Source: an optimization exercise on an open RTL-to-GDS flow (aim: small area and a short achievable clock period). Production flows keep margins and buffers that such runs may drop.
No run shown here included a check of the RTL's function; only the layout flow was run.
Power and IR drop assume default switching activity.

## flow/design.v (module list and top-level ports; edited modules follow where they fit)
// module mac5: 993 lines
// module mac5_fa: 4 lines
module mac5 #(parameter WIDTH=32)
   (input logic [(WIDTH/2)-1:0] a,
    input logic [(WIDTH/2)-1:0] b,
    input logic               clk, reset,
    output logic [WIDTH-1:0]  out);
  // ...
==> flow/flow/run.sh <==
#!/bin/bash
# Standard layout, with port buffers of a plain buffer cell, sizing not held to
# the cells' footprints, and a clock tree without dummy loads.
bash standard.sh MATCH_CELL_FOOTPRINT=0 \
  BUFFER_PORTS_ARGS="-buffer_cell sky130_fd_sc_hd__buf_2" \
  CTS_ARGS="-sink_clustering_enable -repair_clock_nets -dont_use_dummy_load -sink_clustering_size 30 -sink_clustering_max_diameter 60" \
  finish > standard.log 2>&1
==> flow/standard.sh <==
#!/bin/bash
# synth_recipe.tcl (not shown) runs the flow's synth.tcl, then flattens the netlist and writes it again
# the make line also repeats each setting of config.mk as NAME=value (left out here)
make -C /OpenROAD-flow-scripts/flow DESIGN_CONFIG=/design/flow/config.mk WORK_HOME=/design/flow/orfs CLKGATE_MAP_FILE= SYNTH_SCRIPT=/design/flow/synth_recipe.tcl "${@:-finish}"
==> flow/config.mk <==
export PLATFORM = sky130hd
export DESIGN_NAME = mac5
export DESIGN_NICKNAME = mac5
export VERILOG_FILES = /design/flow/design.v
export SDC_FILE = /design/flow/constraint.sdc
export NUM_CORES = 4
export LEC_CHECK = 0
export ABC_CLOCK_PERIOD_IN_PS = 1000
export CAP_MARGIN = 20
export CORE_MARGIN = 2
export CORE_UTILIZATION = 40
export SETUP_SLACK_MARGIN = 4.5
export SLEW_MARGIN = 20
export SYNTH_HIERARCHICAL = 1
export SYNTH_MINIMUM_KEEP_SIZE = 0
==> flow/constraint.sdc <==
create_clock -name core_clock -period 7.0 [get_ports {clk}]
set_input_delay 1.4000 -clock core_clock [delete_from_list [all_inputs] [get_ports {clk}]]
set_output_delay 1.4000 -clock core_clock [all_outputs]
set_load 0.01 [all_outputs]
==> flow_summary.json, run 1 <==
{
  "multi_input_area_share": 0.541,
  "detail_route.wl_per_cell_microns": 17.2,
  "r2r_slack_ns": 4.47,
  "cp_cell_sequence": "a22oi_1 -> xnor2_1 -> fa_1 -> fa_1 -> fa_1",
  "buf_share": 0.0385,
  "status": "complete, no violations",
  "fillerInstances": 2627,
  "holdPathEnd": "q3_30_0$_DFF_P_",
  "pg_comb_mw": 2.72,
  "path_depth": 5,
  "fin_util": 0.459,
  "synth.area.top_cells": "dfxtp_1 37%, fa_1 28%, xnor2_1 11%",
  "place_ws_ns": 3.83,
  "clkCellAreaFrac": 0.0324,
  "dp.final_hpwl_mm": 18.0,
  "slew_viol_final": 0,
  "period_share": 0.361,
  "cts_max_path_buffers": 3,
  "synthTopCellsByCount": "217 x dfxtp_1, 161 x fa_1, 145 x xnor2_1",
  "setup_slack_ns": 4.47,
  "seqPwrFrac": 0.383,
  "end_kind": "flop",
  "drtIter0Drc": 419,
  "finalSetupViolCount": 0,
  "seq_cell_count": 218,
  "synth_area_leader_cell": "dfxtp_1",
  "die_x_microns": 174,
  "maxUsedRoutingLayer": "met4",
  "num_vias": 6900,
  "synth_edf_count": 0,
  "netlist_instances": 968,
  "track_usage": 0.161,
  "cts_hold_buffers": 0,
  "leakagePower_nw": 5.02,
  "first_global_vias": 7098,
  "drc_errors": 0,
  "buffers": 83
}
==> inputs of run 2 (changes only) <==
--- a/flow/design.v
+++ b/flow/design.v
@@ -677,146 +677,244 @@
    mac5_fa u_s521 (.a(q2_26_0), .b(q2_26_1), .c(q2_26_2), .s(s521), .co(c522));
    wire s523, c524;
    mac5_fa u_s523 (.a(q2_27_0), .b(q2_27_1), .c(q2_27_2), .s(s523), .co(c524));
    wire [31:0] sx = {q3_31_0, q3_30_0, q3_29_0, q3_28_0, q3_27_0, q3_26_0, q3_25_0, q3_24_0, q3_23_0, q3_22_0, q3_21_0, q3_20_0, q3_19_0, q3_18_0, q3_17_0, q3_16_0, q3_15_0, q3_14_0, q3_13_0, q3_12_0, q3_11_0, q3_10_0, q3_9_0, q3_8_0, q3_7_0, q3_6_0, q3_5_0, q3_4_0, q3_3_0, q3_2_0, q3_1_0, q3_0_0};
    wire [31:0] sy = {q3_31_1, q3_30_1, q3_29_1, q3_28_1, q3_27_1, q3_26_1, q3_25_1, q3_24_1, q3_23_1, q3_22_1, q3_21_1, q3_20_1, q3_19_1, q3_18_1, q3_17_1, q3_16_1, q3_15_1, q3_14_1, q3_13_1, q3_12_1, q3_11_1, q3_10_1, q3_9_1, q3_8_1, q3_7_1, q3_6_1, q3_5_1, q3_4_1, q3_3_1, 1'b1, 1'b1, 1'b1};
    wire [31:0] x = sx, y = sy;
    wire [31:0] g = x & y, p = x ^ y;
    wire gc0 = g[0] | p[0];
-   wire G1 = g[1] | (p[1] & gc0);
-   wire G2 = g[3] | (p[3] & g[2]);
-   wire P2 = p[3] & p[2];
-   wire G3 = g[5] | (p[5] & g[4]);
-   wire P3 = p[5] & p[4];
-   wire G4 = g[7] | (p[7] & g[6]);
-   wire P4 = p[7] & p[6];
-   wire G5 = g[9] | (p[9] & g[8]);
-   wire P5 = p[9] & p[8];
-   wire G6 = g[11] | (p[11] & g[10]);
-   wire P6 = p[11] & p[10];
-   wire G7 = g[13] | (p[13] & g[12]);
-   wire P7 = p[13] & p[12];
-   wire G8 = g[15] | (p[15] & g[14]);
-   wire P8 = p[15] & p[14];
-   wire G9 = g[17] | (p[17] & g[16]);
-   wire P9 = p[17] & p[16];
-   wire G10 = g[19] | (p[19] & g[18]);
-   wire P10 = p[19] & p[18];
+   wire G1 = g[31] | (p[31] & g[30]);
+   wire P1 = p[31] & p[30];
+   wire G2 = g[30] | (p[30] & g[29]);
+   wire P2 = p[30] & p[29];
+   wire G3 = g[29] | (p[29] & g[28]);
+   wire P3 = p[29] & p[28];
+   wire G4 = g[28] | (p[28] & g[27]);
+   wire P4 = p[28] & p[27];
+   wire G5 = g[27] | (p[27] & g[26]);
+   wire P5 = p[27] & p[26];
+   wire G6 = g[26] | (p[26] & g[25]);
+   wire P6 = p[26] & p[25];
+   wire G7 = g[25] | (p[25] & g[24]);
+   wire P7 = p[25] & p[24];
+   wire G8 = g[24] | (p[24] & g[23]);
+   wire P8 = p[24] & p[23];
+   wire G9 = g[23] | (p[23] & g[22]);
+   wire P9 = p[23] & p[22];
+   wire G10 = g[22] | (p[22] & g[21]);
+   wire P10 = p[22] & p[21];
    wire G11 = g[21] | (p[21] & g[20]);
    wire P11 = p[21] & p[20];
-   wire G12 = g[23] | (p[23] & g[22]);
-   wire P12 = p[23] & p[22];
-   wire G13 = g[25] | (p[25] & g[24]);
-   wire P13 = p[25] & p[24];
-   wire G14 = g[27] | (p[27] & g[26]);
-   wire P14 = p[27] & p[26];
-   wire G15 = g[29] | (p[29] & g[28]);
-   wire P15 = p[29] & p[28];
-   wire G16 = g[31] | (p[31] & g[30]);
-   wire P16 = p[31] & p[30];
-   wire G17 = g[2] | (p[2] & G1);
-   wire G18 = G2 | (P2 & G1);
-   wire G19 = g[6] | (p[6] & G3);
-   wire P19 = p[6] & P3;
-   wire G20 = G4 | (P4 & G3);
-   wire P20 = P4 & P3;
-   wire G21 = g[10] | (p[10] & G5);
-   wire P21 = p[10] & P5;
-   wire G22 = G6 | (P6 & G5);
-   wire P22 = P6 & P5;
-   wire G23 = g[14] | (p[14] & G7);
-   wire P23 = p[14] & P7;
-   wire G24 = G8 | (P8 & G7);
-   wire P24 = P8 & P7;
-   wire G25 = g[18] | (p[18] & G9);
-   wire P25 = p[18] & P9;
-   wire G26 = G10 | (P10 & G9);
-   wire P26 = P10 & P9;
-   wire G27 = g[22] | (p[22] & G11);
-   wire P27 = p[22] & P11;
-   wire G28 = G12 | (P12 & G11);
-   wire P28 = P12 & P11;
-   wire G29 = g[26] | (p[26] & G13);
-   wire P29 = p[26] & P13;
-   wire G30 = G14 | (P14 & G13);
-   wire P30 = P14 & P13;
-   wire G31 = g[30] | (p[30] & G15);
-   wire P31 = p[30] & P15;
-   wire G32 = G16 | (P16 & G15);
-   wire P32 = P16 & P15;
-   wire G33 = g[4] | (p[4] & G18);
-   wire G34 = G3 | (P3 & G18);
-   wire G35 = G19 | (P19 & G18);
-   wire G36 = G20 | (P20 & G18);
-   wire G37 = g[12] | (p[12] & G22);
-   wire P37 = p[12] & P22;
-   wire G38 = G7 | (P7 & G22);
-   wire P38 = P7 & P22;
-   wire G39 = G23 | (P23 & G22);
-   wire P39 = P23 & P22;
-   wire G40 = G24 | (P24 & G22);
-   wire P40 = P24 & P22;
-   wire G41 = g[20] | (p[20] & G26);
-   wire P41 = p[20] & P26;
-   wire G42 = G11 | (P11 & G26);
-   wire P42 = P11 & P26;
-   wire G43 = G27 | (P27 & G26);
-   wire P43 = P27 & P26;
-   wire G44 = G28 | (P28 & G26);
-   wire P44 = P28 & P26;
-   wire G45 = g[28] | (p[28] & G30);
-   wire P45 = p[28] & P30;
-   wire G46 = G15 | (P15 & G30);
-   wire P46 = P15 & P30;
-   wire G47 = G31 | (P31 & G30);
-   wire P47 = P31 & P30;
-   wire G48 = G32 | (P32 & G30);
-   wire P48 = P32 & P30;
-   wire G49 = g[8] | (p[8] & G36);
-   wire G50 = G5 | (P5 & G36);
-   wire G51 = G21 | (P21 & G36);
-   wire G52 = G22 | (P22 & G36);
-   wire G53 = G37 | (P37 & G36);
-   wire G54 = G38 | (P38 & G36);
-   wire G55 = G39 | (P39 & G36);
-   wire G56 = G40 | (P40 & G36);
-   wire G57 = g[24] | (p[24] & G44);
-   wire P57 = p[24] & P44;
-   wire G58 = G13 | (P13 & G44);
-   wire P58 = P13 & P44;
-   wire G59 = G29 | (P29 & G44);
-   wire P59 = P29 & P44;
-   wire G60 = G30 | (P30 & G44);
-   wire P60 = P30 & P44;
-   wire G61 = G45 | (P45 & G44);
-   wire P61 = P45 & P44;
-   wire G62 = G46 | (P46 & G44);
-   wire P62 = P46 & P44;
-   wire G63 = G47 | (P47 & G44);
-   wire P63 = P47 & P44;
-   wire G64 = G48 | (P48 & G44);
-   wire P64 = P48 & P44;
-   wire G65 = g[16] | (p[16] & G56);
-   wire G66 = G9 | (P9 & G56);
-   wire G67 = G25 | (P25 & G56);
-   wire G68 = G26 | (P26 & G56);
-   wire G69 = G41 | (P41 & G56);
-   wire G70 = G42 | (P42 & G56);
-   wire G71 = G43 | (P43 & G56);
-   wire G72 = G44 | (P44 & G56);
-   wire G73 = G57 | (P57 & G56);
-   wire G74 = G58 | (P58 & G56);
-   wire G75 = G59 | (P59 & G56);
-   wire G76 = G60 | (P60 & G56);
-   wire G77 = G61 | (P61 & G56);
-   wire G78 = G62 | (P62 & G56);
-   wire G79 = G63 | (P63 & G56);
-   wire G80 = G64 | (P64 & G56);
-   wire [32:0] c = {G80, G79, G78, G77, G76, G75, G74, G73, G72, G71, G70, G69, G68, G67, G66, G65, G56, G55, G54, G53, G52, G51, G50, G49, G36, G35, G34, G33, G18, G17, G1, gc0, 1'b1};
+   wire G12 = g[20] | (p[20] & g[19]);
+   wire P12 = p[20] & p[19];
+   wire G13 = g[19] | (p[19] & g[18]);
+   wire P13 = p[19] & p[18];
+   wire G14 = g[18] | (p[18] & g[17]);
+   wire P14 = p[18] & p[17];
+   wire G15 = g[17] | (p[17] & g[16]);
+   wire P15 = p[17] & p[16];
+   wire G16 = g[16] | (p[16] & g[15]);
+   wire P16 = p[16] & p[15];
+   wire G17 = g[15] | (p[15] & g[14]);
+   wire P17 = p[15] & p[14];
+   wire G18 = g[14] | (p[14] & g[13]);
+   wire P18 = p[14] & p[13];
+   wire G19 = g[13] | (p[13] & g[12]);
+   wire P19 = p[13] & p[12];
+   wire G20 = g[12] | (p[12] & g[11]);
+   wire P20 = p[12] & p[11];
+   wire G21 = g[11] | (p[11] & g[10]);
+   wire P21 = p[11] & p[10];
+   wire G22 = g[10] | (p[10] & g[9]);
+   wire P22 = p[10] & p[9];
+   wire G23 = g[9] | (p[9] & g[8]);
+   wire P23 = p[9] & p[8];
+   wire G24 = g[8] | (p[8] & g[7]);
+   wire P24 = p[8] & p[7];
+   wire G25 = g[7] | (p[7] & g[6]);
+   wire P25 = p[7] & p[6];
+   wire G26 = g[6] | (p[6] & g[5]);
+   wire P26 = p[6] & p[5];
+   wire G27 = g[5] | (p[5] & g[4]);
+   wire P27 = p[5] & p[4];
+   wire G28 = g[4] | (p[4] & g[3]);
+   wire P28 = p[4] & p[3];
+   wire G29 = g[3] | (p[3] & g[2]);
+   wire P29 = p[3] & p[2];
+   wire G30 = g[2] | (p[2] & g[1]);
+   wire P30 = p[2] & p[1];
+   wire G31 = g[1] | (p[1] & gc0);
+   wire G32 = G1 | (P1 & G3);
+   wire P32 = P1 & P3;
+   wire G33 = G2 | (P2 & G4);
+   wire P33 = P2 & P4;
+   wire G34 = G3 | (P3 & G5);
+   wire P34 = P3 & P5;
+   wire G35 = G4 | (P4 & G6);
+   wire P35 = P4 & P6;
+   wire G36 = G5 | (P5 & G7);
+   wire P36 = P5 & P7;
+   wire G37 = G6 | (P6 & G8);
+   wire P37 = P6 & P8;
+   wire G38 = G7 | (P7 & G9);
+   wire P38 = P7 & P9;
+   wire G39 = G8 | (P8 & G10);
+   wire P39 = P8 & P10;
+   wire G40 = G9 | (P9 & G11);
+   wire P40 = P9 & P11;
+   wire G41 = G10 | (P10 & G12);
+   wire P41 = P10 & P12;
+   wire G42 = G11 | (P11 & G13);
+   wire P42 = P11 & P13;
+   wire G43 = G12 | (P12 & G14);
+   wire P43 = P12 & P14;
+   wire G44 = G13 | (P13 & G15);
+   wire P44 = P13 & P15;
+   wire G45 = G14 | (P14 & G16);
+   wire P45 = P14 & P16;
+   wire G46 = G15 | (P15 & G17);
+   wire P46 = P15 & P17;
+   wire G47 = G16 | (P16 & G18);
+   wire P47 = P16 & P18;
+   wire G48 = G17 | (P17 & G19);
+   wire P48 = P17 & P19;
+   wire G49 = G18 | (P18 & G20);
+   wire P49 = P18 & P20;
+   wire G50 = G19 | (P19 & G21);
+   wire P50 = P19 & P21;
+   wire G51 = G20 | (P20 & G22);
+   wire P51 = P20 & P22;
+   wire G52 = G21 | (P21 & G23);
+   wire P52 = P21 & P23;
+   wire G53 = G22 | (P22 & G24);
+   wire P53 = P22 & P24;
+   wire G54 = G23 | (P23 & G25);
+   wire P54 = P23 & P25;
+   wire G55 = G24 | (P24 & G26);
+   wire P55 = P24 & P26;
+   wire G56 = G25 | (P25 & G27);
+   wire P56 = P25 & P27;
+   wire G57 = G26 | (P26 & G28);
+   wire P57 = P26 & P28;
+   wire G58 = G27 | (P27 & G29);
+   wire P58 = P27 & P29;
+   wire G59 = G28 | (P28 & G30);
+   wire P59 = P28 & P30;
+   wire G60 = G29 | (P29 & G31);
+   wire G61 = G30 | (P30 & gc0);
+   wire G62 = G32 | (P32 & G36);
+   wire P62 = P32 & P36;
+   wire G63 = G33 | (P33 & G37);
+   wire P63 = P33 & P37;
+   wire G64 = G34 | (P34 & G38);
+   wire P64 = P34 & P38;
+   wire G65 = G35 | (P35 & G39);
+   wire P65 = P35 & P39;
+   wire G66 = G36 | (P36 & G40);
+   wire P66 = P36 & P40;
+   wire G67 = G37 | (P37 & G41);
+   wire P67 = P37 & P41;
+   wire G68 = G38 | (P38 & G42);
+   wire P68 = P38 & P42;
+   wire G69 = G39 | (P39 & G43);
+   wire P69 = P39 & P43;
+   wire G70 = G40 | (P40 & G44);
+   wire P70 = P40 & P44;
+   wire G71 = G41 | (P41 & G45);
+   wire P71 = P41 & P45;
+   wire G72 = G42 | (P42 & G46);
+   wire P72 = P42 & P46;
+   wire G73 = G43 | (P43 & G47);
+   wire P73 = P43 & P47;
+   wire G74 = G44 | (P44 & G48);
+   wire P74 = P44 & P48;
+   wire G75 = G45 | (P45 & G49);
+   wire P75 = P45 & P49;
+   wire G76 = G46 | (P46 & G50);
+   wire P76 = P46 & P50;
+   wire G77 = G47 | (P47 & G51);
+   wire P77 = P47 & P51;
+   wire G78 = G48 | (P48 & G52);
+   wire P78 = P48 & P52;
+   wire G79 = G49 | (P49 & G53);
+   wire P79 = P49 & P53;
+   wire G80 = G50 | (P50 & G54);
+   wire P80 = P50 & P54;
+   wire G81 = G51 | (P51 & G55);
+   wire P81 = P51 & P55;
+   wire G82 = G52 | (P52 & G56);
+   wire P82 = P52 & P56;
+   wire G83 = G53 | (P53 & G57);
+   wire P83 = P53 & P57;
+   wire G84 = G54 | (P54 & G58);
+   wire P84 = P54 & P58;
+   wire G85 = G55 | (P55 & G59);
+   wire P85 = P55 & P59;
+   wire G86 = G56 | (P56 & G60);
+   wire G87 = G57 | (P57 & G61);
+   wire G88 = G58 | (P58 & G31);
+   wire G89 = G59 | (P59 & gc0);
+   wire G90 = G62 | (P62 & G70);
+   wire P90 = P62 & P70;
+   wire G91 = G63 | (P63 & G71);
+   wire P91 = P63 & P71;
+   wire G92 = G64 | (P64 & G72);
+   wire P92 = P64 & P72;
+   wire G93 = G65 | (P65 & G73);
+   wire P93 = P65 & P73;
+   wire G94 = G66 | (P66 & G74);
+   wire P94 = P66 & P74;
+   wire G95 = G67 | (P67 & G75);
+   wire P95 = P67 & P75;
+   wire G96 = G68 | (P68 & G76);
+   wire P96 = P68 & P76;
+   wire G97 = G69 | (P69 & G77);
+   wire P97 = P69 & P77;
+   wire G98 = G70 | (P70 & G78);
+   wire P98 = P70 & P78;
+   wire G99 = G71 | (P71 & G79);
+   wire P99 = P71 & P79;
+   wire G100 = G72 | (P72 & G80);
+   wire P100 = P72 & P80;
+   wire G101 = G73 | (P73 & G81);
+   wire P101 = P73 & P81;
+   wire G102 = G74 | (P74 & G82);
+   wire P102 = P74 & P82;
+   wire G103 = G75 | (P75 & G83);
+   wire P103 = P75 & P83;
+   wire G104 = G76 | (P76 & G84);
+   wire P104 = P76 & P84;
+   wire G105 = G77 | (P77 & G85);
+   wire P105 = P77 & P85;
+   wire G106 = G78 | (P78 & G86);
+   wire G107 = G79 | (P79 & G87);
+   wire G108 = G80 | (P80 & G88);
+   wire G109 = G81 | (P81 & G89);
+   wire G110 = G82 | (P82 & G60);
+   wire G111 = G83 | (P83 & G61);
+   wire G112 = G84 | (P84 & G31);
+   wire G113 = G85 | (P85 & gc0);
+   wire G114 = G90 | (P90 & G106);
+   wire G115 = G91 | (P91 & G107);
+   wire G116 = G92 | (P92 & G108);
+   wire G117 = G93 | (P93 & G109);
+   wire G118 = G94 | (P94 & G110);
+   wire G119 = G95 | (P95 & G111);
+   wire G120 = G96 | (P96 & G112);
+   wire G121 = G97 | (P97 & G113);
+   wire G122 = G98 | (P98 & G86);
+   wire G123 = G99 | (P99 & G87);
+   wire G124 = G100 | (P100 & G88);
+   wire G125 = G101 | (P101 & G89);
+   wire G126 = G102 | (P102 & G60);
+   wire G127 = G103 | (P103 & G61);
+   wire G128 = G104 | (P104 & G31);
+   wire G129 = G105 | (P105 & gc0);
+   wire [32:0] c = {G114, G115, G116, G117, G118, G119, G120, G121, G122, G123, G124, G125, G126, G127, G128, G129, G106, G107, G108, G109, G110, G111, G112, G113, G86, G87, G88, G89, G60, G61, G31, gc0, 1'b1};
    wire [31:0] nsum = ~(p ^ c[31:0]);
    always @(posedge clk or negedge reset)
      if (!reset) f <= 1'b0;
      else f <= 1'b1;
    always @(posedge clk) begin
       ra <= a;
       bneg[0] <= bx[2];
       bone[0] <= bx[1] ^ bx[0];
==> flow/run.sh (new file) <==
#!/bin/bash
# synth_recipe.tcl (not shown) runs the flow's synth.tcl, then flattens the netlist and writes it again
# the make line also repeats each setting of config.mk as NAME=value (left out here)
make -C /OpenROAD-flow-scripts/flow DESIGN_CONFIG=/design/flow/config.mk WORK_HOME=/design/flow/orfs CLKGATE_MAP_FILE= SYNTH_SCRIPT=/design/flow/synth_recipe.tcl finish
removed: flow/flow/run.sh
removed: flow/standard.sh
==> run 2 against run 1 <==
Final area is 8.9% higher; sequential share of layout area is 2.6 points lower; worst setup slack gained 0.0094 ns; first-iteration DRC count up 37%; critical endpoint is now q2_21_0$_DFF_P_; largest cell class unchanged; largest power group unchanged.
==> flow_summary.json, run 2 <==
{
  "status": "complete, no violations",
  "antenna_found_initial": 0,
  "htreeDepth": 1,
  "numPlacedInstances": 1421,
  "yosys.area.top_type_share": 0.364,
  "die_x_microns": 177,
  "startpoint": "ra[14]$_DFF_P_",
  "path_depth": 6,
  "reg2reg_depth": 6,
  "root_buffer": "clkbuf_16",
  "leakagePower_nw": 5.42,
  "min_path_type": "flop to flop",
  "drv_cap": 0,
  "worst_path_most_repeated_cell": "fa_1",
  "fin_tns_setup_ns": 0,
  "final_common_cell": "fa_1",
  "reg2reg_from": "ra[14]$_DFF_P_",
  "regMostFlops": "out",
  "ir_worst_vdd_mv": 0.208,
  "detail_route.wl_per_cell_microns": 18.1,
  "finalHoldViolCount": 0,
  "slowest_delay_ns": 0.54,
  "cp.required_ns": 7.38,
  "timing.rr.end": "q2_21_0$_DFF_P_",
  "setup_slack_ns": 4.48,
  "cts_made_buffers": 23,
  "crit_fanout": 16,
  "grt_pass1_wl_mm": 43.3,
  "drc_errors": 0,
  "cp-start-kind": "flop",
  "area_growth_pct": 19.8,
  "dpl_cell_area_sq_mm": 0.0129,
  "clock_latency_ns": 0.51,
  "place_ws_ns": 3.99,
  "ys.flop_type": "dfxtp_1",
  "max_freq_mhz": 397,
  "cts_max_path_buffers": 3,
  "final_cell_count_no_fill": 1493,
  "r2r_slack_ns": 4.48,
  "grt.met2_usage": 0.258,
  "grt_util_met1": 0.268,
  "synthTopCellsByCount": "217 x dfxtp_1, 158 x fa_1, 152 x xnor2_1",
  "worst-setup-path-type": "flop to flop",
  "rsz0062_at_grt": "yes",
  "core_sq_mm": 0.0295,
  "busiest_layer": "met1",
  "synth_area_sq_mm": 0.0119,
  "yosysMostFrequentCell": "dfxtp_1",
  "largest_register_ffs": 32,
  "whs_ns": 0.327,
  "slew_viol_final": 0,
  "grt_use_met3": 0.0268,
  "initial_core_util": 0.405,
  "synth_seq_cells": 218,
  "die_y_microns": 177,
  "slew_headroom": 0.626,
  "cp_num_buf_inv": 1,
  "tightestPinTransition_ns": 0.556,
  "critPathCapture": "q2_21_0$_DFF_P_",
  "synth_area_leader_cell": "dfxtp_1",
  "slowest_stage": "fa_1",
  "synth_warnings": 7,
  "clkTransAtPathRegs_ns": 0.05,
  "layout_min_cycle_time_ns": 2.52,
  "avgSynthCellArea_sq_um": 11.5,
  "first_global_vias": 7809,
  "ys_seq_area_frac": 0.366,
  "ant_nets": 0,
  "p_total_mw": 6.74,
  "synthArstFlopShare": 0.00459,
  "drt-total-wl_mm": 27.0,
  "fin_util": 0.485,
  "gp_congestion": 0.877,
  "cp_cell_sequence": "buf_4 -> a22oi_2 -> xnor2_1 -> fa_1 -> fa_1 -> fa_1",
  "track_usage": 0.174,
  "cts_tree": "yes",
  "clock-sinks": 218,
  "synth.area.top_cells": "dfxtp_1 36%, fa_1 26%, xnor2_1 11%",
  "synth_cell_type_count": 49,
  "ios": 66,
  "rows": 63,
  "power_density_mw_per_mm2": 471,
  "mostFrequentLayoutCells": "158 x fa_1, 151 x dfxtp_1, 139 x xnor2_1",
  "drtIter0Drc": 576,
  "nNetsFinal": 1311,
  "finalSetupViolCount": 0,
  "crit_family": "adder cells",
  "grt_start_max_net_pins": 33,
  "synth_edf_count": 0,
  "viasPerCell": 5.13,
  "arrival_ns": 2.89,
  "drive_gt1_frac": 0.207,
  "end_kind": "flop",
  "fin_area_sq_mm": 0.0143,
  "reg_top3": "out x32, ra x16",
  "die_area_sq_mm": 0.0312,
  "drt_first_pass_iters": 5,
  "num_vias": 7666,
  "io_buffers": 65,
  "period_share": 0.360,
  "skew_ns": 0.0111,
  "gr-total-overflow": 0,
  "netlist_instances": 1036,
  "diodes": 0,
  "dp.final_hpwl_mm": 19.8
}
[run 2: power by group]
group          leakage (nW)  total [mW]  internal [mW]  switching, mW
clock network         0.361        1.17          0.708          0.464
logic                  3.20        3.37           1.54           1.82
registers              1.85        2.20           1.88          0.317
[run 2: final cells by class]
type | instances | area [sq um]
fillers | 2642 | 15200
multi-input cells | 719 | 7470
flip-flops and latches | 218 | 4530
repair buffers | 102 | 956
clock buffers | 34 | 687
well taps | 390 | 488
inverters | 27 | 124
clock inverters | 3 | 43.8
[run 2: kinds of logic (layout without fill, tap and decap cells)]
| family | Yosys count | after routing | synth area share |
|---|---|---|---|
| adder cells (fa/ha/maj) | 186 | 186 | 0.294 |
| AO/OA/AOI/OAI | 209 | 209 | 0.126 |
| buffers and inverters | 112 | 166 | 0.0354 |
| AND/OR/NAND/NOR | 142 | 142 | 0.0544 |
| other | 1 | 14 | 0.000314 |
| flip-flops | 218 | 218 | 0.366 |
| XOR/XNOR | 168 | 168 | 0.123 |
[run 2: modules after synthesis, one instance, submodules excluded]
| module | flops+latches | copies in the design | cells inside | area [sq um] |
|---|---|---|---|---|
| mac5 | 218 | 1 | 878 | 8780 |
| mac5_fa | 0 | 158 | 1 | 20.0 |
[run 2: repair_timing]
item | in CTS | in global routing
hold buffers | 0 | 0
endpoints found under the setup margin | 90 | 54
pin swaps | 2 | 16
setup buffers | 15 | 20
resized for setup | 212 | 40
[run 2: how the worst min path moves through the flow]
stage                    start               to  slack (ns)  depth (start not counted)
3_5_place_dp   q2_29_1$_DFF_P_  q3_29_1$_DFF_P_        0.31                          0
3_3_place_gp    q2_0_0$_DFF_P_   q3_0_0$_DFF_P_        0.31                          0
4_1_cts        q2_29_1$_DFF_P_  q3_29_1$_DFF_P_        0.33                          0
6_report       q2_29_1$_DFF_P_  q3_29_1$_DFF_P_        0.33                          0
2_1_floorplan   q2_0_0$_DFF_P_   q3_0_0$_DFF_P_        0.31                          0
5_1_grt         q2_1_0$_DFF_P_   q3_1_0$_DFF_P_        0.33                          0
[run 2: per-layer routing]
metal	vias to the layer above	routed length (microns)
met5	-	0
met4	0	576
met3	41	1670
met2	237	11500
met1	3837	13200
li1	3551	-
[run 2: worst register-to-register path: cells and delay by family, from the launching register on]
kind,cells,cell delay (ns)
DFF,1,0.47
buffers and inverters,1,0.17
AOI/OAI and AO/OA,1,0.05
adders and majority gates,3,1.55
xor gates and xnor gates,1,0.16

==> afterwards: timing with drivers on the ports <==
How much do the figures lean on ideal ports? The routed layouts below were timed once more, with nothing changed but the port constraints.
Step 1 (the two cells are an assumption about what drives the block):
set clk [get_ports {clk}]
set_driving_cell -lib_cell sky130_fd_sc_hd__clkbuf_16 $clk
set_driving_cell -lib_cell sky130_fd_sc_hd__buf_2 [delete_from_list [all_inputs] $clk]
Step 2 also shifts input and output timing later by t, the mid clock arrival at the registers, as if the neighbouring blocks saw the same clock.
a / b / c = ideal ports / drivers / drivers and shift; a / b = the first two.
run | t (ns) | setup slack, ns | worst slew at a driven data input, ns
run 1 | 0.526 | 4.472 / 4.472 / 4.472 | 0.03
run 2 | 0.549 | 4.482 / 4.482 / 4.482 | 0.04
After both steps every run listed still meets setup and hold.
